This design comes from an exercise in tuning for small area, a short achievable clock period and few clock cycles on the open sky130 flow, not from production work.
The RTL was checked by simulation tests, not by an equivalence proof against the original design.
No activity file was given, so power comes from the tool's default toggle rates.

== run 1 ==
## multiplier
module multiplier ( input  wire clk, start, is_signed,
                    input  wire [31:0] a, b,
                    output wire [63:0] s,
                    output reg  done
                   );
  reg  [32:0] ar;             
  wire [32:0] ar_d;
  reg  [33:0] sr, cr;         
  reg  [31:0] l;              
  reg         ci;             
  reg  [7:0] plx, ply;      
  reg  [3:0] e1, e2, en;     
  reg         corr;           
  reg  [2:0] st;
  reg         cl;             
  reg         f0;             
  reg  [31:0] hr;             
  wire fin = (st == 3'd4);
  wire sq1 = sr[0] & ~f0;
  wire cq2 = cr[0] & ~f0;
  wire sq3 = sr[1] & ~f0;
  wire cq4 = cr[1] & ~f0;
  wire sq5 = sr[2] & ~f0;
  wire cq6 = cr[2] & ~f0;
  wire sq7 = sr[3] & ~f0;
  wire cq8 = cr[3] & ~f0;
  wire sq9 = sr[4] & ~f0;
  wire cq10 = cr[4] & ~f0;
  wire sq11 = sr[5] & ~f0;
  wire cq12 = cr[5] & ~f0;
  wire sq13 = sr[6] & ~f0;
  wire cq14 = cr[6] & ~f0;
  wire sq15 = sr[7] & ~f0;
  wire cq16 = cr[7] & ~f0;
  wire sq17 = sr[8] & ~f0;
  wire cq18 = cr[8] & ~f0;
  wire sq19 = sr[9] & ~f0;
  wire cq20 = cr[9] & ~f0;
  wire sq21 = sr[10] & ~f0;
  wire cq22 = cr[10] & ~f0;
  wire sq23 = sr[11] & ~f0;
  wire cq24 = cr[11] & ~f0;
  wire sq25 = sr[12] & ~f0;
  wire cq26 = cr[12] & ~f0;
  wire sq27 = sr[13] & ~f0;
  wire cq28 = cr[13] & ~f0;
  wire sq29 = sr[14] & ~f0;
  wire cq30 = cr[14] & ~f0;
  wire sq31 = sr[15] & ~f0;
  wire cq32 = cr[15] & ~f0;
  wire sq33 = sr[16] & ~f0;
  wire cq34 = cr[16] & ~f0;
  wire sq35 = sr[17] & ~f0;
  wire cq36 = cr[17] & ~f0;
  wire sq37 = sr[18] & ~f0;
  wire cq38 = cr[18] & ~f0;
  wire sq39 = sr[19] & ~f0;
  wire cq40 = cr[19] & ~f0;
  wire sq41 = sr[20] & ~f0;
  wire cq42 = cr[20] & ~f0;
  wire sq43 = sr[21] & ~f0;
  wire cq44 = cr[21] & ~f0;
  wire sq45 = sr[22] & ~f0;
  wire cq46 = cr[22] & ~f0;
  wire sq47 = sr[23] & ~f0;
  wire cq48 = cr[23] & ~f0;
  wire sq49 = sr[24] & ~f0;
  wire cq50 = cr[24] & ~f0;
  wire sq51 = sr[25] & ~f0;
  wire cq52 = cr[25] & ~f0;
  wire sq53 = sr[26] & ~f0;
  wire cq54 = cr[26] & ~f0;
  wire sq55 = sr[27] & ~f0;
  wire cq56 = cr[27] & ~f0;
  wire sq57 = sr[28] & ~f0;
  wire cq58 = cr[28] & ~f0;
  ...
Size: about 1600 cells after synthesis, roughly 130 I/O pins, about 0.017 mm^2 of cells after synthesis.
clock: 6.0 ns
lec_check: 0
cap_margin: 20
core_margin: 2
core_utilization: 50
setup_slack_margin: 3.0
slew_margin: 20
synth_hierarchical: 1
standard.sh (not shown) runs the stock make flow with config.mk's settings and CLKGATE_MAP_FILE= SYNTH_SCRIPT=/design/flow/synth_recipe.tcl, a recipe that flattens the netlist after the stock synthesis.
==> flow/flow/run.sh <==
#!/bin/bash
# The standard layout, with faster port buffers (buf_2 instead of the
# default delay-cell buffer) so register-to-port paths are not limited by them.
set -euo pipefail
bash standard.sh "BUFFER_PORTS_ARGS=-buffer_cell sky130_fd_sc_hd__buf_2" finish > standard_flow.log 2>&1
Testbench counts of run 1, summed over its fixed seeds: cycles 9,600.
Relative to run 1, the following input files were edited for run 2:
Settings: swapping 3.0 for 3.4 in SETUP_SLACK_MARGIN; swapping 50 for 60 in CORE_UTILIZATION.
### Flow results
Density: run 2 denser than run 1. In the reports for run 1 and run 2, the smaller final period utilization belongs to run 2. Of the two candidates, run 1 has the better hold slack and run 2 the worse one. Fraction of area in registers in run 2 vs run 1: down 0.59 points. Sort run 1 and run 2 by horizontal die dimension, ascending, and run 2 comes first. [compare] base=run 1 new=run 2: clock group share of total power lower; wire length on met1 went down by 2.0%.
> inputs changed (run 2 -> run 3)
Settings: CORE_UTILIZATION: 60 -> 40; SETUP_SLACK_MARGIN: 3.4 -> 3.7.
## What came out
Run 2 → run 3: final instance area now sits higher, number of cells in the design after placement grew by about 7%, standby leakage power now sits higher, actual slew at the worst max-slew pin decreased by 0.21 ns relative to the old numbers, non-clock buffer area fraction after layout now larger.
maj3_2 as the library cell contributing the largest single delay on the critical path was reported by run 2, and dfxtp_4 by run 3.

port drivers added, routing unchanged:
No port has a modelled driver above. Below, the same layouts with a new extraction and two added sets of constraints.
Step 1, drivers: a clkbuf_16 drives clk and a buf_2 each remaining input, both assumed.
Step 2, shift: input delay + t, output delay - t, t = (earliest + latest rising clock arrival at the registers) / 2. This alone moves slack from input paths to output paths.
a / b / c = no drivers / after step 1 / after step 2; a / b = the first two.
run	shift t [ns]	setup WS [ns]	worst setup path after step 2	latest minus earliest clock arrival (ns)	worst data-port slew with drivers (ns)
run 1	0.510	3.207 / 3.207 / 2.870	input to register	0.011 / 0.011	0.07
run 2	0.493	3.356 / 3.356 / 3.100	input to register	0.022 / 0.021	0.07
run 3	0.528	3.412 / 3.412 / 3.334	input to register	0.013 / 0.014	0.04
After both steps every run listed still meets setup and hold. The setup slack of run 1, which loses most, moves by 0.000 ns with the drivers and by -0.337 ns with both steps.
